What follows belongs to an exercise in optimizing a design on an open flow for small area; a production flow would make more cautious choices.
The RTL was checked by simulation tests, not by an equivalence proof against the original design.

==> design/flow/flow/run.sh <==
#!/bin/bash
# Own layout flow: the standard flow, with these changes.
#  1. Port buffers are the smallest buffer cell (buffer_ports -buffer_cell).
#  2. The synthesis's single tie-low cell is kept for all constant outputs
#     (no per-load tie cells).
#  3. After the standard synthesis, flow/faflip.py re-chooses the polarity
#     of the full-adder cells to drop inverters, and flow/invfold.py folds
#     single-load inverters into the NOR2/NAND2 they feed (registers are
#     left exactly as the standard synthesis made them).
# Each tool's output goes to a log file of its own in this folder.
set -euo pipefail
export BUFFER_PORTS_ARGS="-buffer_cell sky130_fd_sc_hd__buf_1"
export SKIP_REPAIR_TIE_FANOUT=1
R=orfs/results/${FLOW_PLATFORM}/fft_top/base
bash standard.sh synth > synth.log 2>&1
cp $R/1_2_yosys.v 1_2_yosys.standard.v
python3 flow/faflip.py 1_2_yosys.standard.v 1_2_yosys.faflip.v > faflip.log 2>&1
python3 flow/invfold.py 1_2_yosys.faflip.v $R/1_2_yosys.v > invfold.log 2>&1
bash standard.sh > layout.log 2>&1
==> design/flow/flow/invfold.py <==
#!/usr/bin/env python3
"""Fold single-load inverters into the 2-input gate they feed.

nor2(~x, y) = nor2b(A=y, B_N=x), nand2(~x, y) = nand2b(A_N=x, B=y),
xor2(~x, y) = xnor2(x, y) and xnor2(~x, y) = xor2(x, y): an inverter whose
only load is such a gate is removed and the gate replaced accordingly.
usage: invfold.py IN.v OUT.v
"""
import re, sys, collections
src = open(sys.argv[1]).read()
cell_re = re.compile(r'^(\s*)(sky130_fd_sc_hd__\w+)\s+(\S+)\s*\((.*?)\);\s*$', re.M | re.S)
cells = []
for m in cell_re.finditer(src):
    pins = dict((p, n.strip()) for p, n in re.findall(r'\.(\w+)\(([^()]*)\)', m.group(4)))
    cells.append([m.start(), m.end(), m.group(2), m.group(3), pins])
OUTP = {'X', 'Y', 'Q', 'Q_N', 'SUM', 'COUT', 'HI', 'LO'}
loads = collections.defaultdict(list)
for i, (s, e, t, nm, pins) in enumerate(cells):
    for p, n in pins.items():
        if p not in OUTP:
            loads[n].append((i, p))
ports = set()
for m in re.finditer(r'^\s*output\s*(\[[^\]]*\])?\s*([^;]*);', src, re.M):
    for x in m.group(2).split(','):
        ports.add(x.strip())
def isport(n):
    return n.split('[')[0].strip() in ports
drop = set(); repl = {}
for i, (s, e, t, nm, pins) in enumerate(cells):
    if t != 'sky130_fd_sc_hd__inv_1':
        continue
    y, a = pins['Y'], pins['A']
    if isport(y) or len(loads[y]) != 1:
        continue
    j, pin = loads[y][0]
    kinds = ('sky130_fd_sc_hd__nor2_1', 'sky130_fd_sc_hd__nand2_1',
             'sky130_fd_sc_hd__xor2_1', 'sky130_fd_sc_hd__xnor2_1')
    if j in repl or cells[j][2] not in kinds:
        continue
    gp = cells[j][4]
    other = gp['B'] if pin == 'A' else gp['A']
    if other == y:
        continue
    out_pin = 'X' if cells[j][2] == 'sky130_fd_sc_hd__xor2_1' else 'Y'
    if cells[j][2] == 'sky130_fd_sc_hd__nor2_1':
        repl[j] = ('sky130_fd_sc_hd__nor2b_1', {'A': other, 'B_N': a, 'Y': gp['Y']})
    elif cells[j][2] == 'sky130_fd_sc_hd__nand2_1':
        repl[j] = ('sky130_fd_sc_hd__nand2b_1', {'A_N': a, 'B': other, 'Y': gp['Y']})
    elif cells[j][2] == 'sky130_fd_sc_hd__xor2_1':
        # xor2(~a, b) = xnor2(a, b)
        repl[j] = ('sky130_fd_sc_hd__xnor2_1', {'A': a, 'B': other, 'Y': gp['X']})
    else:
        # xnor2(~a, b) = xor2(a, b)
        repl[j] = ('sky130_fd_sc_hd__xor2_1', {'A': a, 'B': other, 'X': gp['Y']})
    drop.add(i)
out = []; pos = 0
for i, (s, e, t, nm, pins) in enumerate(cells):
    out.append(src[pos:s]); pos = e
    if i in drop:
        continue
    if i in repl:
        t2, p2 = repl[i]
        out.append('\n  %s %s (%s);' % (t2, nm, ', '.join('.%s(%s)' % (k, v + ' ' if v.startswith('\\') else v) for k, v in p2.items())))
    else:
        out.append(src[s:e])
out.append(src[pos:])
open(sys.argv[2], 'w').write(''.join(out))
print('folded %d inverters' % len(drop))
==> design/flow/config.mk <==
export PLATFORM = sky130hd
export DESIGN_NAME = fft_top
export DESIGN_NICKNAME = fft_top
export VERILOG_FILES = /design/flow/design.v
export SDC_FILE = /design/flow/constraint.sdc
export NUM_CORES = 4
export LEC_CHECK = 0
export CAP_MARGIN = 20
export CORE_MARGIN = 2
export CORE_UTILIZATION = 80
export CTS_BUF_LIST = sky130_fd_sc_hd__clkbuf_8
export CTS_CLUSTER_DIAMETER = 60
export CTS_CLUSTER_SIZE = 16
export GPL_ROUTABILITY_DRIVEN = 0
export SLEW_MARGIN = 20
==> design/flow/standard.sh <==
#!/bin/bash
# synth_recipe.tcl (not shown) runs the flow's synth.tcl, then flattens the netlist and writes it again
# the make line also repeats each setting of config.mk as NAME=value (left out here)
make -C /OpenROAD-flow-scripts/flow DESIGN_CONFIG=/design/flow/config.mk WORK_HOME=/design/flow/orfs CLKGATE_MAP_FILE= SYNTH_SCRIPT=/design/flow/synth_recipe.tcl "${@:-finish}"
==> design/flow/constraint.sdc <==
create_clock -name core_clock -period 10.0 [get_ports {sys_clk}]
set_input_delay 2.0000 -clock core_clock [delete_from_list [all_inputs] [get_ports {sys_clk}]]
set_output_delay 2.0000 -clock core_clock [all_outputs]
set_load 0.01 [all_outputs]
==> design/flow/design.v <==
module clk_div (
    input             clk,
    input             rst_n,
    input             inc,
    input             clr,
    input             clr_all,
    input             shift,
    input             sin,
    output reg [3:0]  p,
    output reg [12:0] wc
);
wire       wrap = inc && (wc[4:0] == 5'd31);
wire       fb   = ~(wc[12] ^ wc[10] ^ wc[9] ^ wc[8]);
always @(posedge clk) begin
    if (!rst_n) begin
        p  <= 4'd0;
        wc <= 13'd3583;
    end else begin
        p <= p + 4'd1;
        wc[4:0] <= (clr || clr_all) ? 5'd0 : wc[4:0] + {4'd0, inc};
        if (shift || wrap)
            wc[12:5] <= {wc[11:5], shift ? sin : fb};
        else if (clr_all)
            wc[12:5] <= 8'd0;
    end
end
endmodule
module ads1258 (
    input             sysclk,
    input             locked,
    input             Rx_0,
    output reg        Tx_0,
    output            Clk_0,
    output            CS,
    output            en_Ain0,
    output reg [1:0]  tag,       
    output [23:0]     nsr        
);
reg  [4:0]  c;
wire [3:0]  p;
wire [12:0] wc;
wire pp     = (p == 4'd9);             
wire waits  = (c == 5'd0) || (c == 5'd20);
wire [4:0] s = wc[4:0];
wire byte_done = !waits && pp && (s == 5'd17);
wire wait_done = waits && (p == 4'd0) && (wc == 13'd6239);
wire sample = !waits && pp && !s[0] && (s != 5'd0);
reg  [15:0] nsr_lo;
clk_div u_sclk (.clk(sysclk), .rst_n(locked),
                .inc(waits ? (p == 4'd15) : pp),
                .clr(byte_done),
                .clr_all(wait_done || (byte_done && (c == 5'd19 || c == 5'd26))),
                .shift(sample), .sin(nsr_lo[15]),
                .p(p), .wc(wc));
assign nsr = {wc[12:5], nsr_lo};
assign en_Ain0 = (c == 5'd26) && (s == 5'd0) && (p == 4'd13);
assign Clk_0 = !waits && s[0] && (s[4:1] != 4'd0);
assign CS = (c == 5'd0) || (c == 5'd1 && s[4:1] == 4'd0);
reg [7:0] code;
always @(*) begin
    case (c)
        5'd1:  code = 8'h60;  5'd2:  code = 8'h12;
        5'd3:  code = 8'h61;  5'd4:  code = 8'h10;
        5'd5:  code = 8'h62;  5'd6:  code = 8'h00;
        5'd7:  code = 8'h63;  5'd8:  code = 8'h00;
        5'd9:  code = 8'h64;  5'd10: code = 8'h07;
        5'd11: code = 8'h65;  5'd12: code = 8'h00;
        5'd13: code = 8'h66;  5'd14: code = 8'h00;
        5'd15: code = 8'h67;  5'd16: code = 8'hff;
        5'd17: code = 8'h68;  5'd18: code = 8'h00;
        5'd19: code = 8'h80;  5'd21: code = 8'h30;
        5'd22: code = 8'hff;  5'd23: code = 8'hff;
        5'd24: code = 8'hff;  5'd25: code = 8'hff;
        5'd26: code = 8'h80;
        default: code = 8'h00;
    endcase
end
always @(posedge sysclk) begin
    if (!locked) begin
        Tx_0 <= 1'b0;
        c <= 5'd0;
    end else begin
        if (waits || s == 5'd0) Tx_0 <= 1'b0;
        else if (pp && s[0] && !s[4]) Tx_0 <= code[~s[3:1]];
        if (wait_done || byte_done)
            c <= (c == 5'd26) ? 5'd20 : c + 5'd1;
    end
end
always @(posedge sysclk) begin
    if (sample) nsr_lo <= {nsr_lo[14:0], ~Rx_0};
    if (c == 5'd22 && byte_done)
        tag <= (nsr[7:2] == 6'b011101) ? ~nsr[1:0] : 2'd3;
end
endmodule
module pid_rca #(parameter N = 16) (
    input  [N-1:0] a,
    input  [N-1:0] b,
    input          ci,
    output [N-1:0] s,
    output         co
);
wire [N:0] c;
assign c[0] = ci;
genvar j;
generate for (j = 0; j < N; j = j + 1) begin : g
    assign s[j]   = a[j] ^ b[j] ^ c[j];
    assign c[j+1] = (a[j] & b[j]) | (a[j] & c[j]) | (b[j] & c[j]);
end endgenerate
assign co = c[N];
endmodule
module pid_div5 #(parameter N = 16) (
    input  [N-1:0] x,
    input          nbi,
    input          nr2i,
    input          nr1i,
    output [N-1:0] r,
    output         nbo
);
wire [N+1:0] nrr;
wire [N:0]   nb;
assign nrr[1:0] = {nr1i, nr2i};
assign nrr[N+1:2] = ~r;
assign nb[0] = nbi;
genvar j;
generate for (j = 0; j < N; j = j + 1) begin : g
    assign r[j]    = x[j] ^ nrr[j] ^ nb[j];
    assign nb[j+1] = (x[j] & nrr[j]) | (x[j] & nb[j]) | (nrr[j] & nb[j]);
end endgenerate
assign nbo = nb[N];
endmodule
module pid_div25 #(parameter N = 16) (
    input  [N-1:0] nx,
    input  [3:0]   wi,       
    input          b1i,
    input          b2i,
    output [N-1:0] w,
    output         b1o,
    output         b2o
);
wire [N+3:0] ww;
wire [N-1:0] np, nw;
wire [N:0]   b1, b2;
assign ww[3:0] = wi;
assign ww[N+3:4] = w;
assign b1[0] = b1i;
assign b2[0] = b2i;
genvar j;
generate for (j = 0; j < N; j = j + 1) begin : g
    assign np[j]   = nx[j] ^ ww[j+1] ^ b1[j];
    assign b1[j+1] = (nx[j] & ww[j+1]) | (nx[j] & b1[j]) | (ww[j+1] & b1[j]);
    assign nw[j]   = np[j] ^ ww[j] ^ b2[j];
    assign b2[j+1] = (np[j] & ww[j]) | (np[j] & b2[j]) | (ww[j] & b2[j]);
    assign w[j]    = ~nw[j];
end endgenerate
assign b1o = b1[N];
assign b2o = b2[N];
endmodule
module PID_UV_LED (
    input  wire        clk,
    input  wire        rst_n,
    input  wire [31:0] P_measure,
    input  wire [31:0] P_target,
    output wire [31:0] i_current
);
reg  [31:0] eb;
reg         ke;
wire [15:0] neb_lo_n, neb_hi_n;
wire        nke_n;
wire [31:0] nP_target = ~P_target;
pid_rca #(16) u_e0 (.a(nP_target[15:0]),  .b(P_measure[15:0]),  .ci(1'b0), .s(neb_lo_n), .co(nke_n));
pid_rca #(16) u_e1 (.a(nP_target[31:16]), .b(P_measure[31:16]), .ci(1'b1), .s(neb_hi_n), .co());
wire [15:0] er_hi;
pid_rca #(16) u_e2 (.a(eb[31:16]), .b(16'd0), .ci(ke), .s(er_hi), .co());
reg  [31:0] ib;
reg         ki;
wire [15:0] ib_lo_n, ib_hi_n;
wire        ki_n;
pid_rca #(16) u_i0 (.a(ib[15:0]),  .b(eb[15:0]), .ci(1'b0), .s(ib_lo_n), .co(ki_n));
pid_rca #(16) u_i1 (.a(ib[31:16]), .b(er_hi),    .ci(ki),   .s(ib_hi_n), .co());
wire [15:0] rl;
wire        nrl_b;
pid_div5 #(16) u_r0 (.x(ib_lo_n), .nbi(1'b1), .nr2i(1'b1), .nr1i(1'b1), .r(rl), .nbo(nrl_b));
reg  [2:0]  nrs;
wire [15:0] xh, rh;
pid_rca  #(16) u_x  (.a(ib[31:16]), .b({ib[9:0], 6'd0}), .ci(ki), .s(xh), .co());
pid_div5 #(16) u_r1 (.x(xh), .nbi(nrs[2]), .nr2i(nrs[1]), .nr1i(nrs[0]), .r(rh), .nbo());
reg  [15:0] npe_lo;
reg  [14:0] pe_hi;
wire [15:0] nxl;
wire        dbw_n;
pid_rca #(16) u_d0 (.a(npe_lo), .b(eb[15:0]), .ci(1'b0), .s(nxl), .co(dbw_n));
wire [10:0] q_hi;
pid_rca #(11) u_d1 (.a(pe_hi[14:4]), .b(nxl[10:0]), .ci(1'b1), .s(q_hi), .co());
wire [15:0] wl;
wire        wl_b1, wl_b2;
pid_div25 #(16) u_w0 (.nx(nxl), .wi(4'd0), .b1i(1'b0), .b2i(1'b0), .w(wl), .b1o(wl_b1), .b2o(wl_b2));
reg  [14:0] ndq;
reg         dbw;
reg  [5:0]  ws;
wire [14:0] nxph, wh;
pid_rca   #(15) u_d2 (.a(ndq), .b(pe_hi), .ci(dbw), .s(nxph), .co());
pid_div25 #(15) u_w1 (.nx(nxph), .wi(ws[5:2]), .b1i(ws[1]), .b2i(ws[0]), .w(wh), .b1o(), .b2o());
wire [6:0]  a_hi;
pid_rca #(7) u_a (.a(eb[8:2]), .b(eb[6:0]), .ci(1'b0), .s(a_hi), .co());
wire [8:0]  aa = {a_hi, eb[1:0]};
wire [8:0]  bb = rh[15:7];
wire [8:0]  cc = wh[14:6];
wire [8:0]  s1 = aa ^ bb ^ cc;
wire [8:0]  k1 = (aa & bb) | (aa & cc) | (bb & cc);
wire [9:0]  cs_hi;
pid_rca #(9) u_c (.a({1'b0, s1[8:1]}), .b(k1), .ci(1'b0), .s(cs_hi[8:0]), .co(cs_hi[9]));
reg  [10:0] cs;
reg  [17:0] ic;
wire [17:0] ic_sum;
pid_rca #(18) u_s (.a(ic), .b({7'd0, cs}), .ci(1'b0), .s(ic_sum), .co());
wire        clamp = (ic > 18'd167772);
reg  rst_d;
wire run = rst_n & ~rst_d;
always @(posedge clk) begin
    rst_d <= ~rst_n;
    eb <= ~{neb_hi_n, neb_lo_n}; ke <= ~nke_n;
    if (!run) begin
        ib <= 32'd0; ki <= 1'b0;
        nrs <= 3'b111;
        npe_lo <= 16'hffff; pe_hi <= 15'd0;
        ndq <= 15'h7fff; dbw <= 1'b0; ws <= 6'd0;
        cs <= 11'd0;
        ic <= 18'd0;
    end else begin
        ib <= {ib_hi_n, ib_lo_n}; ki <= ki_n;
        nrs <= {nrl_b, ~rl[14], ~rl[15]};
        npe_lo <= ~eb[15:0]; pe_hi <= er_hi[14:0];
        ndq <= ~{q_hi, pe_hi[3:0]}; dbw <= dbw_n;
        ws <= {wl[15], wl[14], wl[13], wl[12], wl_b1, wl_b2};
        cs <= {cs_hi, s1[0]};
        ic <= clamp ? 18'd167772 : ic_sum;
    end
end
assign i_current = {14'd0, ic};
endmodule
module fft_top(
    input          sys_clk,
    input          sys_rst_n,
    input          Rx_0,
    output         Tx_0,
    output         Clk_0,
    output         CS,
    output [31:0]  ad_data0,
    output [31:0]  ad_data1,
    output [31:0]  ad_data2,
    output         en_Ain0,
    output         en_Ain1,
    input  [31:0]  P_target,
    output [31:0]  i_current,
    input  [31:0]  P_measure
);
wire [1:0]  tag;
wire [23:0] nsr;
ads1258 u_ads1258 (
    .sysclk(sys_clk), .locked(sys_rst_n), .Rx_0(Rx_0),
    .Tx_0(Tx_0), .Clk_0(Clk_0), .CS(CS),
    .en_Ain0(en_Ain0), .tag(tag), .nsr(nsr)
);
assign en_Ain1 = en_Ain0;
reg  [23:0] d0, d1, d2;
wire [23:0] rkeep = {24{sys_rst_n}};
wire [23:0] dat01 = (~nsr & rkeep) | {21'd0, ~rkeep[2:0]};
wire [23:0] dat2  = ~nsr & rkeep;
wire ld0 = (en_Ain0 && tag == 2'd0) || !sys_rst_n;
wire ld1 = (en_Ain0 && tag == 2'd1) || !sys_rst_n;
wire ld2 = (en_Ain0 && tag == 2'd2) || !sys_rst_n;
always @(posedge sys_clk) begin
    if (ld0) d0 <= dat01;
    if (ld1) d1 <= dat01;
    if (ld2) d2 <= dat2;
end
assign ad_data0 = {8'd0, d0};
assign ad_data1 = {8'd0, d1};
assign ad_data2 = {8'd0, d2};
PID_UV_LED PID_UV_LED (
    .clk(sys_clk), .rst_n(sys_rst_n),
    .P_measure(P_measure), .P_target(P_target), .i_current(i_current)
);
endmodule
==> design/flow/flow/faflip.py <==
#!/usr/bin/env python3
"""Re-choose the polarity of full-adder cells in a mapped netlist.

A full adder is self-dual: complementing its three inputs complements both
outputs. Yosys picks the polarity of each extracted adder on its own, which
leaves inverters on many adder inputs and outputs. This script chooses, for
every sky130 fa cell, whether to use it as is or complemented so that fewer
signals need an inverter, then rebuilds the inverters the netlist needs.
Registers and all other cells are left as they are.

usage: faflip.py IN.v OUT.v
"""
import re, sys, random, collections

src = open(sys.argv[1]).read()
m = re.search(r'module\s+(\w+)\s*\((.*?)\);', src, re.S)
top = m.group(1)
body = src[m.end():src.rindex('endmodule')]

decls = []      # port / wire declaration lines, kept verbatim
cells = []      # [type, name, {pin: net}]
pos = 0
cell_re = re.compile(r'\s*(\S+)\s+(\\\S+\s|\S+)\s*\((.*?)\);', re.S)
for stmt in re.finditer(r'(input|output|inout|wire)\b[^;]*;|(\S+)\s+(\\\S+\s|\S+)\s*\(((?:[^;])*?)\);', body, re.S):
    if stmt.group(1):
        decls.append(stmt.group(0).strip())
    else:
        typ, name, conns = stmt.group(2), stmt.group(3), stmt.group(4)
        pins = {}
        for pm in re.finditer(r'\.(\w+)\s*\(\s*((?:\\\S+\s)|[^()\s]+(?:\s*\[[^\]]*\])?)\s*\)', conns):
            pins[pm.group(1)] = pm.group(2).strip() if not pm.group(2).startswith('\\') else pm.group(2).rstrip() + ' '
        cells.append([typ, name, pins])

OUTP = {'X', 'Y', 'Q', 'Q_N', 'SUM', 'COUT', 'HI', 'LO'}
def is_inv(t):
    return re.match(r'sky130_fd_sc_hd__(clk)?inv_\d+$', t) is not None
def is_fa(t):
    return re.match(r'sky130_fd_sc_hd__fa_\d+$', t) is not None

inputs, outputs = set(), set()
for d in decls:
    mm = re.match(r'(input|output)\s*(\[(\d+):(\d+)\])?\s*(.*?);', d, re.S)
    if not mm:
        continue
    names = [x.strip() for x in mm.group(5).split(',')]
    for nm in names:
        if mm.group(2):
            hi, lo = int(mm.group(3)), int(mm.group(4))
            bits = [f'{nm}[{i}]' for i in range(min(hi, lo), max(hi, lo) + 1)]
        else:
            bits = [nm]
        (inputs if mm.group(1) == 'input' else outputs).update(bits)

def key(n):
    return n.strip()

driver = {}
loads = collections.defaultdict(list)
for ci, (t, nm, pins) in enumerate(cells):
    for p, n in pins.items():
        if p in OUTP:
            driver[key(n)] = (ci, p)
        else:
            loads[key(n)].append((ci, p))
for o in outputs:
    loads[o].append((None, 'PORT'))

netname = {}
for t, nm, pins in cells:
    for p, n in pins.items():
        netname[key(n)] = n

# root of each net through inverter chains
rootmemo = {}
def root(n):
    if n in rootmemo:
        return rootmemo[n]
    d = driver.get(n)
    if d is not None and is_inv(cells[d[0]][0]):
        a = key(cells[d[0]][2]['A'])
        r, p = root(a)
        res = (r, p ^ 1)
    else:
        res = (n, 0)
    rootmemo[n] = res
    return res

allnets = set(driver) | set(loads)
# consumers per root: list of (cell index or None, pin, polarity)
cons = collections.defaultdict(list)
for n in allnets:
    r, p = root(n)
    for ci, pin in loads.get(n, []):
        if ci is not None and is_inv(cells[ci][0]):
            continue
        cons[r].append((ci, pin, p))
fa_ids = [i for i, c in enumerate(cells) if is_fa(c[0])]
x = {i: 0 for i in fa_ids}
fixed = set()
# never flip an adder whose output net is a port or has no usable name
for i in fa_ids:
    for p in ('SUM', 'COUT'):
        n = cells[i][2].get(p)
        if n is not None and key(n) in outputs:
            fixed.add(i)

def drv_flip(r):
    d = driver.get(r)
    if d is not None and d[0] in x:
        return x[d[0]]
    return 0

FOLD = {'sky130_fd_sc_hd__nor2_1': 0.33, 'sky130_fd_sc_hd__nand2_1': 0.33,
        'sky130_fd_sc_hd__xor2_1': 0.0, 'sky130_fd_sc_hd__xnor2_1': 0.0}
def cost(r):
    f = drv_flip(r)
    need = [ci for ci, pin, p in cons[r] if (p ^ (x[ci] if ci in x else 0) ^ f)]
    if not need:
        return 0
    if len(need) == 1 and need[0] is not None and cells[need[0]][0] in FOLD:
        return FOLD[cells[need[0]][0]]
    return 1

roots_of = collections.defaultdict(set)
for r in cons:
    d = driver.get(r)
    if d is not None and d[0] in x:
        roots_of[d[0]].add(r)
    for ci, pin, p in cons[r]:
        if ci in x:
            roots_of[ci].add(r)
roots = list(cons)
before = sum(cost(r) for r in roots)

def delta(group):
    rs = set()
    for i in group:
        rs |= roots_of[i]
    b = sum(cost(r) for r in rs)
    for i in group:
        x[i] ^= 1
    a = sum(cost(r) for r in rs)
    for i in group:
        x[i] ^= 1
    return a - b

# carry-chain neighbours
nbr = collections.defaultdict(set)
for i in fa_ids:
    for r in roots_of[i]:
        for j in [driver.get(r, (None,))[0]] + [ci for ci, _, _ in cons[r]]:
            if j in x and j != i:
                nbr[i].add(j)

rng = random.Random(1)
free = [i for i in fa_ids if i not in fixed]
best = dict(x); bestc = before; cur = before
T = 1.0
for it in range(200000):
    i = rng.choice(free)
    if rng.random() < 0.3 and nbr[i]:
        j = rng.choice(sorted(nbr[i]))
        g = [i] if j in fixed else [i, j]
    else:
        g = [i]
    dl = delta(g)
    if dl <= 0 or rng.random() < pow(2.718, -dl / T):
        for k in g:
            x[k] ^= 1
        cur += dl
        if cur < bestc:
            bestc = cur; best = dict(x)
    T = max(0.02, 1.0 * (1 - it / 150000))
x = best
after = sum(cost(r) for r in roots)

# rebuild
FLIP = {'A': 'A', 'B': 'B', 'CIN': 'CIN'}
newcells = []
newwires = []
cnt = [0]
def fresh(base):
    cnt[0] += 1
    nm = 'faflip_n%d' % cnt[0]
    newwires.append(nm)
    return nm
invnet = {}   # root -> net carrying the complement of the physical root
portcells = []
for r in roots:
    f = drv_flip(r)
    need = [(ci, pin) for ci, pin, p in cons[r] if ci is not None and p ^ (x[ci] if ci in x else 0) ^ f]
    if need:
        invnet[r] = fresh(r)
    # output ports read the value of the root directly or through inverters;
    # drive each from the physical root net with an inverter or a buffer
    for ci, pin, p in cons[r]:
        if ci is not None:
            continue
        pass
for o in sorted(outputs):
    r, p = root(o)
    want = p ^ drv_flip(r)
    if o == r:
        assert want == 0, ('port polarity', o)
        continue
    src = netname.get(r, r)
    if want:
        portcells.append(['sky130_fd_sc_hd__inv_1', 'faflip_po%d' % len(portcells), {'A': src, 'Y': o}])
    else:
        portcells.append(['sky130_fd_sc_hd__buf_1', 'faflip_po%d' % len(portcells), {'A': src, 'X': o}])
# connect consumers
for r in roots:
    f = drv_flip(r)
    for ci, pin, p in cons[r]:
        if ci is None:
            continue
        want = p ^ (x[ci] if ci in x else 0) ^ f
        cells[ci][2][pin] = invnet[r] if want else netname.get(r, r)
for r, nn in invnet.items():
    newcells.append(['sky130_fd_sc_hd__inv_1', 'faflip_i%s' % nn.split('n')[-1], {'A': netname.get(r, r), 'Y': nn}])
newcells += portcells

out = ['/* faflip: %d -> %d inverted signals */' % (before, after),
       'module %s(%s);' % (top, m.group(2).strip())]
for d in decls:
    out.append('  ' + d)
for w in newwires:
    out.append('  wire %s;' % w)
for t, nm, pins in cells:
    if is_inv(t):
        continue
    out.append('  %s %s (%s);' % (t, nm, ', '.join('.%s(%s)' % (p, n) for p, n in pins.items())))
for t, nm, pins in newcells:
    out.append('  %s %s (%s);' % (t, nm, ', '.join('.%s(%s)' % (p, n) for p, n in pins.items())))
out.append('endmodule')
open(sys.argv[2], 'w').write('\n'.join(out) + '\n')
ninv = sum(1 for c in cells if is_inv(c[0]))
print('adders %d, flipped %d; inverter cost %.1f -> %.1f; inverter cells %d -> %d'
      % (len(fa_ids), sum(x.values()), before, after, ninv, len(newcells)))
==> flow_summary_export.csv, run 1 <==
group,metric,value,unit
timing,tightest_slew,1110,ps
worst_setup_path,crit_required,10440,ps
die,dieArea,18800,sq um
clock_network,cts-root-buf,"clkbuf_8",
worst_setup_path,path_cells,"fa_2, fa_1, fa_1, fa_1, fa_1, fa_1, fa_1, fa_1, fa_1, fa_1, fa_1, fa_1, fa_1, inv_2, fa_1, fa_1, fa_1, fa_1, fa_1, fa_1, ha_1, and2_1",
clock_network,ctsHoldBuffers,0,
worst_setup_path,startpoint_type,"register",
synth,syn_area_per_cell,13.6,sq um
place,preCtsSetupSlack,194,ps
global_route,grt_overflow,0,
global_route,grt_pass1_vias,8882,
drt,drc,0,
cells_and_area,fin_nets,1497,
global_route,grt_usage,32.2,%
timing,hold_violations,0,
drt,ant_nets,0,
die,pin_count,200,
timing,fin_crit_sh,96.9,%
cells_and_area,final_core_util,87.1,%
drt,vias,8091,
timing,whs,422,ps
worst_setup_path,crit_type,"reg -> reg",
global_route,grt_max_degree,66,
synth,syn_area,14200,sq um
clock_network,cts.sinks,273,
timing,fin_crit,9690,ps
drt,viasPerCell,5.79,
die,fp.dieH,137,microns
worst_setup_path,crit_arrival,10130,ps
worst_setup_path,worst_path_most_repeated_cell,"fa_1",
die,core_area,17300,sq um
place,port_buffers,161,
clock_network,cts_tree,"built",
cells_and_area,fillCellCount,795,
drt,drt-wirelength-per-cell,20.4,microns
run,drv_cap,0,
global_route,antenna_found_initial,0,
clock_network,clk_pin_slew,110,ps
worst_setup_path,slowest_stage,"fa_1",
timing,finalSetupViolCount,0,
place,hpwl,21700,microns
timing,slew_headroom,25.7,%
timing,fin_tns_setup,0,ps
timing,fmax,0.103,GHz
cells_and_area,ff_latch_area,6370,sq um
cells_and_area,multi_input_area,7030,sq um
timing,layout_setup_ws,309,ps
clock_network,insertion_delay,560,ps
synth,yosysWarningCount,4,
drt,drtPass1Iterations,5,
cells_and_area,diodes,0,
worst_setup_path,end_kind,"register",
clock_network,numCtsBuffers,21,
worst_setup_path,critPathMaxFanout,2,
worst_setup_path,path_delay_family,"adder cells",
worst_setup_path,max_stage_delay,600,ps
cells_and_area,drive_gt1_share,4.44,%
run_status,status,"complete, no violations",
clock_network,cts_buffer_depth,3,
drt,wirelength,28400,microns
timing,clock_skew,23.8,ps
clock_network,h-tree-depth,1,
die,initial_core_util,81.9,%
die,rows,48,
global_route,grt_first_pass_wirelength,45000,microns
worst_setup_path,path_buf_inv,1,
timing,finalMaxSlewViolations,0,
die,die_w,137,microns
hold_path,worst_hold_path_type,"reg -> reg",
drt,drt_iter0_drc,567,
synth,synthCells,1040,
cells_and_area,areaGrowthSynthToFinish,6.46,%
synth,syn_nets,1375,
## metal layers
layer	track usage (%)	wire length, microns	vias to the layer above
met5	0	0	-
met4	13.9	1300	0
met3	4.56	1670	89
met2	57.6	15200	350
met1	39.3	10300	4103
li1	-	-	3549
## flip-flops by register name, summed over array words and instances, names as in the netlist, 4 cells and up
signal / count
u_ads1258.u_sclk.p: 4
PID_UV_LED.npe_lo: 16
PID_UV_LED.eb: 32
PID_UV_LED.ic: 18
PID_UV_LED.ws: 6
PID_UV_LED.ib: 32
d2: 24
d0: 24
PID_UV_LED.cs: 11
u_ads1258.u_sclk.wc: 13
u_ads1258.nsr_lo: 16
u_ads1258.code: 8
u_ads1258.c: 5
d1: 24
PID_UV_LED.pe_hi: 15
PID_UV_LED.ndq: 15
## final timing paths
kind / start / end / slack [ps] / cells past startpoint
max: PID_UV_LED.dbw / PID_UV_LED.cs[9] / 310 / 22
min: PID_UV_LED.pe_hi[0] / PID_UV_LED.ndq[0] / 420 / 1
max reg2reg: PID_UV_LED.dbw / PID_UV_LED.cs[9] / 310 / 22
min reg2reg: PID_UV_LED.pe_hi[0] / PID_UV_LED.ndq[0] / 420 / 1
## area by class of cell
| type | count | share of cell area [%] |
|---|---|---|
| clock inverter | 12 | 0.415 |
| timing repair buffer | 167 | 4.31 |
| clock buffer | 21 | 1.92 |
| multi-input combinational | 594 | 46.6 |
| tap | 225 | 1.87 |
| sequential | 273 | 42.2 |
| inverter | 105 | 2.61 |
## what timing repair did
action                                  in CTS  in global routing
buffers inserted                             0                  0
endpoints found under the hold margin        0                  0
resized for setup                            0                  4
endpoints found under the setup margin       0                  2
## layout by cell type (no fill, tap or decap), drive strengths merged, types with 4 or more instances in the layout
cell	n
or2	5
a21oi	11
edfxtp	90
nor4	4
nor2b	40
nand2b	5
mux2i	6
and3	11
nand2	49
ha	52
fa	216
o21a	9
xor2	13
dfxtp	183
and2	19
xnor2	15
inv	114
nor2	51
nand3	18
a221o	6
buf	167
clkbuf	21
o21ai	13
## through the flow
step	area [sq um]	std cells
after floorplan	14200	1040
after global placement	14700	1364
after detailed placement	14700	1364
after CTS	15100	1397
after global routing	15100	1397
final	15100	1397
## worst register-to-register path, stage by stage, from the launching register on
cell	delay, ps
dfxtp_1	350
fa_2	420
fa_1	480
fa_1	470
fa_1	460
fa_1	460
fa_1	460
fa_1	460
fa_1	460
fa_1	460
fa_1	470
fa_1	590
fa_1	450
fa_1	600
inv_2	90
fa_1	490
fa_1	470
fa_1	390
fa_1	380
fa_1	390
fa_1	370
ha_1	270
and2_1	150
==> run 2, diff against run 1 <==
--- a/design/flow/config.mk
+++ b/design/flow/config.mk
@@ -11,5 +11,5 @@
 export CTS_BUF_LIST = sky130_fd_sc_hd__clkbuf_8
 export CTS_CLUSTER_DIAMETER = 60
 export CTS_CLUSTER_SIZE = 16
-export GPL_ROUTABILITY_DRIVEN = 0
+export GPL_TIMING_DRIVEN = 0
 export SLEW_MARGIN = 20
==> run 2 against run 1 <==
Largest cell class unchanged. First-iteration DRC count is 49% higher. Die area unchanged. Utilization rose by 2.5 points. Setup slack better by 1.1 ps. Still clean on timing, DRC and antenna.
==> flow_summary_export.csv, run 2 <==
group,metric,value,unit
cells_and_area,top_regs,"PID_UV_LED.eb: 32 flops, PID_UV_LED.ib: 32 flops",
drt,wirelength,31800,microns
worst_setup_path,max_stage_delay,540,ps
place,port_buffers,160,
worst_setup_path,crit_arrival,10130,ps
synth,syn_area,14200,sq um
timing,clock_skew,23.3,ps
die,dieArea,18800,sq um
die,pin_count,200,
worst_setup_path,crit_type,"reg -> reg",
worst_setup_path,crit_required,10440,ps
cells_and_area,layout_common_cells,"fa_1 (213), dfxtp_1 (183), buf_1 (162)",
run_status,status,"complete, no violations",
timing,fin_crit,9690,ps
timing,finalMaxSlewViolations,0,
worst_setup_path,end_kind,"register",
worst_setup_path,startpoint_type,"register",
clock_network,numCtsBuffers,21,
drt,drt-wirelength-per-cell,21.7,microns
timing,slew_headroom,38.0,%
synth,synthCells,1040,
synth,syn_area_per_cell,13.6,sq um
cells_and_area,diodes,0,
clock_network,insertion_delay,550,ps
drt,drc,0,
timing,fin_crit_sh,96.9,%
cells_and_area,final_core_util,89.6,%
global_route,grt_max_degree,39,
cells_and_area,fin_nets,1563,
cells_and_area,final_common_cell,"fa_1",
timing,fmax,0.103,GHz
global_route,grt_pass1_vias,9621,
worst_setup_path,critPathMaxFanout,1,
global_route,grt_overflow,0,
timing,hold_violations,0,
cells_and_area,drive_gt1_share,7.60,%
cells_and_area,final_cell_area,15500,sq um
synth,syn_nets,1375,
hold_path,worst_hold_path_type,"reg -> reg",
clock_network,clk_pin_slew,100,ps
cells_and_area,areaGrowthSynthToFinish,9.47,%
timing,tightest_slew,930,ps
place,gp_congestion,0.864,
clock_network,cts_tree,"built",
clock_network,ctsHoldBuffers,0,
drt,ant_nets,0,
die,core_area,17300,sq um
timing,finalSetupViolCount,0,
clock_network,cts_resized,0,
clock_network,h-tree-depth,1,
clock_network,cts_setup_buffers,0,
die,die_w,137,microns
drt,drt_iter0_drc,844,
drt,vias,8830,
global_route,antenna_found_initial,0,
clock_network,cts-root-buf,"clkbuf_8",
place,placed_cell_area,15100,sq um
run,drv_cap,0,
timing,rsz0062_at_grt,"no",
clock_network,cts.sinks,273,
drt,drtPass1Iterations,7,
global_route,grt_first_pass_wirelength,49600,microns
worst_setup_path,worst_path_most_repeated_cell,"fa_1",
timing,fin_tns_setup,0,ps
die,initial_core_util,81.9,%
synth,yosysWarningCount,4,
drt,viasPerCell,6.04,
die,fp.dieH,137,microns
worst_setup_path,path_cells,"fa_1, fa_1, fa_2, fa_1, fa_1, fa_1, fa_1, fa_1, fa_2, fa_2, fa_1, fa_1, fa_1, fa_1, fa_1, fa_1, inv_1, fa_1, fa_1, fa_1, ha_1, and2_1",
worst_setup_path,slowest_stage,"fa_1",
place,hpwl,24400,microns
global_route,grt_usage,35.6,%
clock_network,cts_buffer_depth,3,
die,rows,48,
[run 2: final timing paths]
check | startpoint | endpoint | slack, ps | cells past startpoint
setup / recovery | PID_UV_LED.dbw | PID_UV_LED.cs[9] | 310 | 22
hold / removal | PID_UV_LED.pe_hi[3] | PID_UV_LED.ndq[3] | 410 | 1
setup reg to reg | PID_UV_LED.dbw | PID_UV_LED.cs[9] | 310 | 22
hold reg to reg | PID_UV_LED.pe_hi[3] | PID_UV_LED.ndq[3] | 410 | 1
[run 2: worst max-delay path: cells and delay by family, from the launching register on]
kind | cells | cell delay [ps]
buffers and inverters | 1 | 60
and+or+nand+nor | 1 | 150
adders and majority gates | 20 | 9040
DFF | 1 | 330
[run 2: layout make-up]
cell class	instances	area (sq um)
Buffer	68	419
Clock buffer	22	303
Clock inverter	10	68.8
Multi-Input combinational cell	594	7020
Tap cell	225	282
Timing Repair Buffer	165	646
Fill cell	694	1800
Inverter	105	394
Sequential cell	273	6370
[run 2: metal layers]
| metal | track usage, % | wire length, microns | share of wire, % | vias to the layer above |
|---|---|---|---|---|
| li1 | - | - | - | 3672 |
| met2 | 65.8 | 17500 | 55 | 550 |
| met1 | 41.8 | 10800 | 34 | 4482 |
| met4 | 15.2 | 1370 | 4.3 | 0 |
| met5 | 0 | 0 | 0 | - |
| met3 | 4.74 | 2130 | 6.7 | 126 |
[run 2: through the flow]
step	setup WS, ps	hold slack, ps	std cells
after floorplan	513	371	1040
after global placement	203	377	1425
after detailed placement	160	389	1430
after CTS	91.5	412	1462
after global routing	26.1	425	1462
final	311	411	1462
==> run 3, diff against run 2 <==
--- a/design/flow/config.mk
+++ b/design/flow/config.mk
@@ -11,5 +11,4 @@
 export CTS_BUF_LIST = sky130_fd_sc_hd__clkbuf_8
 export CTS_CLUSTER_DIAMETER = 60
 export CTS_CLUSTER_SIZE = 16
-export GPL_TIMING_DRIVEN = 0
 export SLEW_MARGIN = 20
==> run 3 against run 2 <==
Setup slack improved by 46 ps. Critical endpoint unchanged. Clock skew grew 1.1 ps. Synthesized area is the same. Still clean. Non-clock buffer count is 65 lower. Via count fell by 8.4%.
==> flow_summary_export.csv, run 3 <==
group,metric,value,unit
cells_and_area,areaGrowthSynthToFinish,6.47,%
global_route,grt_first_pass_wirelength,44300,microns
place,placed_cell_area,14700,sq um
drt,wirelength,27500,microns
timing,finalMaxSlewViolations,0,
hold_path,worst_hold_path_type,"reg -> reg",
clock_network,numCtsBuffers,21,
clock_network,clk_pin_slew,100,ps
clock_network,cts_tree,"built",
clock_network,cts.sinks,273,
cells_and_area,multi_input_area,7020,sq um
timing,slew_headroom,34.4,%
cells_and_area,ff_latch_area,6370,sq um
drt,drc,0,
die,dieArea,18800,sq um
die,rows,48,
drt,drt_iter0_drc,588,
global_route,globalRouteMet1Util,39.8,%
die,core_area,17300,sq um
run,drv_cap,0,
place,hpwl,21600,microns
die,fp.dieH,137,microns
timing,hold_violations,0,
timing,fin_tns_setup,0,ps
drt,vias,8090,
cells_and_area,drive_gt1_share,4.26,%
global_route,met3_usage,3.89,%
die,pin_count,200,
global_route,grt_overflow,0,
clock_network,ctsHoldBuffers,0,
cells_and_area,final_cell_area,15100,sq um
synth,syn_area,14200,sq um
die,initial_core_util,81.9,%
drt,viasPerCell,5.78,
clock_network,h-tree-depth,1,
cells_and_area,fillCellCount,802,
timing,tightest_slew,979,ps
synth,syn_nets,1375,
drt,drt-wirelength-per-cell,19.7,microns
cells_and_area,diodes,0,
synth,syn_area_per_cell,13.6,sq um
die,die_w,137,microns
timing,fmax,0.104,GHz
run_status,status,"complete, no violations",
synth,yosysWarningCount,4,
place,gp_congestion,0.810,
timing,rsz0062_at_grt,"no",
global_route,grt_util_met2,56.1,%
timing,fin_crit,9640,ps
global_route,grt_usage,31.4,%
worst_setup_path,end_kind,"register",
cells_and_area,final_common_cell,"fa_1",
place,port_buffers,161,
cells_and_area,fin_nets,1498,
timing,clock_skew,24.4,ps
cells_and_area,top_regs,"PID_UV_LED.eb: 32 flops, PID_UV_LED.ib: 32 flops",
clock_network,cts_buffer_depth,3,
global_route,antenna_found_initial,0,
synth,synthCells,1040,
worst_setup_path,crit_type,"reg -> reg",
drt,ant_nets,0,
timing,finalSetupViolCount,0,
clock_network,insertion_delay,550,ps
global_route,gr-max-usage-layer,"met2",
cells_and_area,final_core_util,87.1,%
drt,drtPass1Iterations,7,
worst_setup_path,startpoint_type,"register",
clock_network,cts_setup_buffers,0,
timing,fin_crit_sh,96.4,%
cells_and_area,layout_common_cells,"fa_1 (215), dfxtp_1 (183), buf_1 (161)",
worst_setup_path,crit_required,10440,ps
timing,whs,420,ps
global_route,grt_max_degree,66,
clock_network,cts-root-buf,"clkbuf_8",
worst_setup_path,critPathMaxFanout,1,
global_route,grt_pass1_vias,8725,
worst_setup_path,crit_arrival,10080,ps
run 3: routing by layer:
layer	vias up	part of all wire, %	wire length, microns
li1	3546	-	-
met1	4084	36	9970
met2	381	54	14800
met3	79	6.1	1690
met4	0	3.9	1070
met5	-	0	0
run 3: final cells by class:
cell class	instances	area share [%]
multi-input combinational	594	46.6
timing repair buffer	168	4.36
tap	225	1.87
inverter	105	2.61
clock buffer	21	1.92
clock inverter	13	0.407
sequential	273	42.2
run 3: timing repair:
action / CTS / global route
endpoints found under the hold margin: 0 / 0
setup endpoints to repair: 0 / 1
resized for setup: 0 / 1
run 3: final timing paths:
path                  startpoint  cells after the start  slack, ps           endpoint
min          PID_UV_LED.pe_hi[0]                      1        420  PID_UV_LED.ndq[0]
max               PID_UV_LED.dbw                     22        360   PID_UV_LED.cs[9]
min reg2reg  PID_UV_LED.pe_hi[0]                      1        420  PID_UV_LED.ndq[0]
max reg2reg       PID_UV_LED.dbw                     22        360   PID_UV_LED.cs[9]
run 3: critical path, stage by stage, from the launching register on:
cell     delay, ps
dfxtp_1        340
fa_1           470
fa_1           470
fa_1           460
fa_1           460
fa_1           470
fa_2           410
fa_1           470
fa_1           460
fa_1           460
fa_1           460
fa_1           460
fa_1           460
fa_1           460
fa_1           570
fa_1           440
fa_1           520
inv_1           50
fa_1           460
fa_1           450
fa_1           370
ha_1           270
and2_1         130
run 3: through the flow:
stage / worst slack [ps] / instances
2_1_floorplan: 513 / 1040
5_1_grt: 24.1 / 1399
3_5_place_dp: 247 / 1365
3_3_place_gp: 387 / 1365
4_1_cts: 235 / 1399
6_report: 357 / 1399
==> run 4, diff against run 3 <==
--- a/design/flow/config.mk
+++ b/design/flow/config.mk
@@ -5,10 +5,10 @@
 export SDC_FILE = /design/flow/constraint.sdc
 export NUM_CORES = 4
 export LEC_CHECK = 0
-export CAP_MARGIN = 20
+export CAP_MARGIN = 5
 export CORE_MARGIN = 2
 export CORE_UTILIZATION = 80
 export CTS_BUF_LIST = sky130_fd_sc_hd__clkbuf_8
 export CTS_CLUSTER_DIAMETER = 60
 export CTS_CLUSTER_SIZE = 16
-export SLEW_MARGIN = 20
+export SLEW_MARGIN = 5
==> run 4 against run 3 <==
Still clean on timing, DRC and antenna. Final cell count about the same. Global-route usage rose by 1.1 points. Critical path depth is the same. Sequential share of layout area about the same. Critical endpoint unchanged. Highest routed layer unchanged.
==> flow_summary_export.csv, run 4 <==
group,metric,value,unit
clock_network,ctsHoldBuffers,0,
timing,slew_headroom,36.3,%
global_route,met3_usage,3.78,%
worst_setup_path,critPathMaxFanout,1,
place,gp_congestion,0.826,
die,dieArea,18800,sq um
timing,fmax,0.103,GHz
drt,drc,0,
drt,viasPerCell,5.84,
worst_setup_path,end_kind,"register",
cells_and_area,layout_common_cells,"fa_1 (213), dfxtp_1 (183), buf_1 (161)",
cells_and_area,drive_gt1_share,4.52,%
worst_setup_path,rr_worst_depth,22,
global_route,globalRouteMet1Util,40.9,%
global_route,grt_first_pass_wirelength,45700,microns
drt,ant_nets,0,
die,die_w,137,microns
clock_network,h-tree-depth,1,
cells_and_area,final_common_cell,"fa_1",
timing,finalMaxSlewViolations,0,
cells_and_area,fillCellCount,785,
place,hpwl,22200,microns
worst_setup_path,r2r_slack,320,ps
worst_setup_path,crit_type,"reg -> reg",
place,port_buffers,161,
cells_and_area,final_core_util,87.2,%
synth,yosysWarningCount,4,
worst_setup_path,crit_arrival,10100,ps
drt,wirelength,28500,microns
die,core_area,17300,sq um
clock_network,cts.sinks,273,
clock_network,cts-root-buf,"clkbuf_8",
place,preCtsSetupSlack,149,ps
clock_network,cts_buffer_depth,3,
worst_setup_path,rr_startpoint,"PID_UV_LED.dbw",
die,initial_core_util,81.9,%
synth,syn_nets,1375,
cells_and_area,top_regs,"PID_UV_LED.eb: 32 flops, PID_UV_LED.ib: 32 flops",
timing,fin_crit,9680,ps
timing,clock_skew,46.4,ps
global_route,grt_util_met2,57.9,%
timing,whs,421,ps
global_route,grt_usage,32.5,%
synth,synthCells,1040,
clock_network,clk_pin_slew,100,ps
run_status,status,"complete, no violations",
hold_path,min_to,"PID_UV_LED.ndq[1]",
clock_network,insertion_delay,560,ps
cells_and_area,diodes,0,
timing,hold_violations,0,
worst_setup_path,startpoint_type,"register",
drt,drt-wirelength-per-cell,20.4,microns
timing,finalSetupViolCount,0,
global_route,grt_overflow,0,
timing,fin_crit_sh,96.8,%
hold_path,holdPathStages,1,
hold_path,worst_hold_path_type,"reg -> reg",
drt,drtPass1Iterations,4,
timing,tightest_slew,951,ps
global_route,grt_max_degree,66,
drt,drt_iter0_drc,493,
die,pin_count,200,
die,fp.dieH,137,microns
run,drv_cap,0,
clock_network,cts_tree,"built",
timing,rsz0062_at_grt,"no",
die,rows,48,
worst_setup_path,worstReg2RegEnd,"PID_UV_LED.cs[9]",
drt,vias,8165,
global_route,gr-max-usage-layer,"met2",
synth,syn_area,14200,sq um
worst_setup_path,crit_required,10420,ps
cells_and_area,areaGrowthSynthToFinish,6.56,%
cells_and_area,fin_nets,1498,
hold_path,hold_start,"PID_UV_LED.pe_hi[1]",
global_route,grt_pass1_vias,9032,
timing,fin_tns_setup,0,ps
timing,layout_setup_ws,320,ps
synth,syn_area_per_cell,13.6,sq um
clock_network,numCtsBuffers,21,
global_route,antenna_found_initial,0,
run 4: cell count changes in the layout (fill, tap and decap cells not counted), sizes merged:
cell | previous run | this run
clkbuf | 21 | 22
inv | 116 | 114
run 4: what timing repair did:
action / CTS / global route
setup buffers: 0 / 0
resized for setup: 0 / 3
setup endpoints to repair: 0 / 2
run 4: critical path, cell delays in order, from the launching register on:
cell and delay (ps):
dfxtp_1 350, fa_2 420, fa_1 470, fa_1 470, fa_1 470, fa_2 410
fa_1 450, fa_1 460, fa_1 470, fa_2 420, fa_1 460, fa_1 470
fa_1 470, fa_1 460, fa_1 570, fa_1 440, fa_1 510, inv_1 50
fa_1 460, fa_1 450, fa_1 370, ha_1 280, and2_1 140
run 4: area by class of cell:
| class | count | area [sq um] | share of cell area (%) |
|---|---|---|---|
| clock inverter | 11 | 55.1 | 0.365 |
| tap | 225 | 282 | 1.87 |
| inverter | 105 | 394 | 2.61 |
| sequential | 273 | 6370 | 42.2 |
| timing repair buffer | 168 | 657 | 4.35 |
| clock buffer | 22 | 303 | 2.01 |
| multi-input combinational | 594 | 7030 | 46.6 |
run 4: worst max-delay path by stage:
stage                   start                to  slack, ps  cells past startpoint
2_1_floorplan  PID_UV_LED.dbw  PID_UV_LED.cs[9]        510                     22
3_3_place_gp   PID_UV_LED.dbw  PID_UV_LED.cs[9]        390                     22
3_5_place_dp   PID_UV_LED.dbw  PID_UV_LED.cs[9]        150                     22
4_1_cts        PID_UV_LED.dbw  PID_UV_LED.cs[9]         80                     22
5_1_grt        PID_UV_LED.dbw  PID_UV_LED.cs[9]         60                     22
6_report       PID_UV_LED.dbw  PID_UV_LED.cs[9]        320                     22
run 4: per-stage QoR:
| stage | area, sq um | instances |
|---|---|---|
| after floorplan | 14200 | 1040 |
| after global placement | 14700 | 1365 |
| after detailed placement | 14700 | 1365 |
| after CTS | 15100 | 1398 |
| after global routing | 15100 | 1398 |
| final | 15100 | 1398 |
run 4: per-layer routing:
layer	vias to the layer above	part of all wire, %
li1	3549	-
met1	4114	36
met2	412	54
met3	90	6.4
met4	0	4.2
met5	-	0

## afterwards: timing with drivers on the ports
In the flow no input, the clock included, has a driving cell. The finished layouts below were timed again as built, in two steps. Step 1 assumes that a clkbuf_16 drives the clock port and a buf_2 every other input. Step 2 times the ports against the registers' clock, not the clock port: input delays grow and output delays shrink by t, the midpoint of the rising clock arrivals with the driver on. Slacks: ideal / step 1 / step 2; pairs: ideal / step 1.
run | t (ns) | setup slack, ns | worst slew at a driven data input, ns
run 1 | 0.593 | 0.309 / 0.309 / 0.309 | 0.05
run 2 | 0.579 | 0.311 / 0.311 / 0.311 | 0.05
run 3 | 0.574 | 0.357 / 0.357 / 0.357 | 0.04
run 4 | 0.576 | 0.320 / 0.320 / 0.320 | 0.05
After both steps every run listed still meets setup and hold.
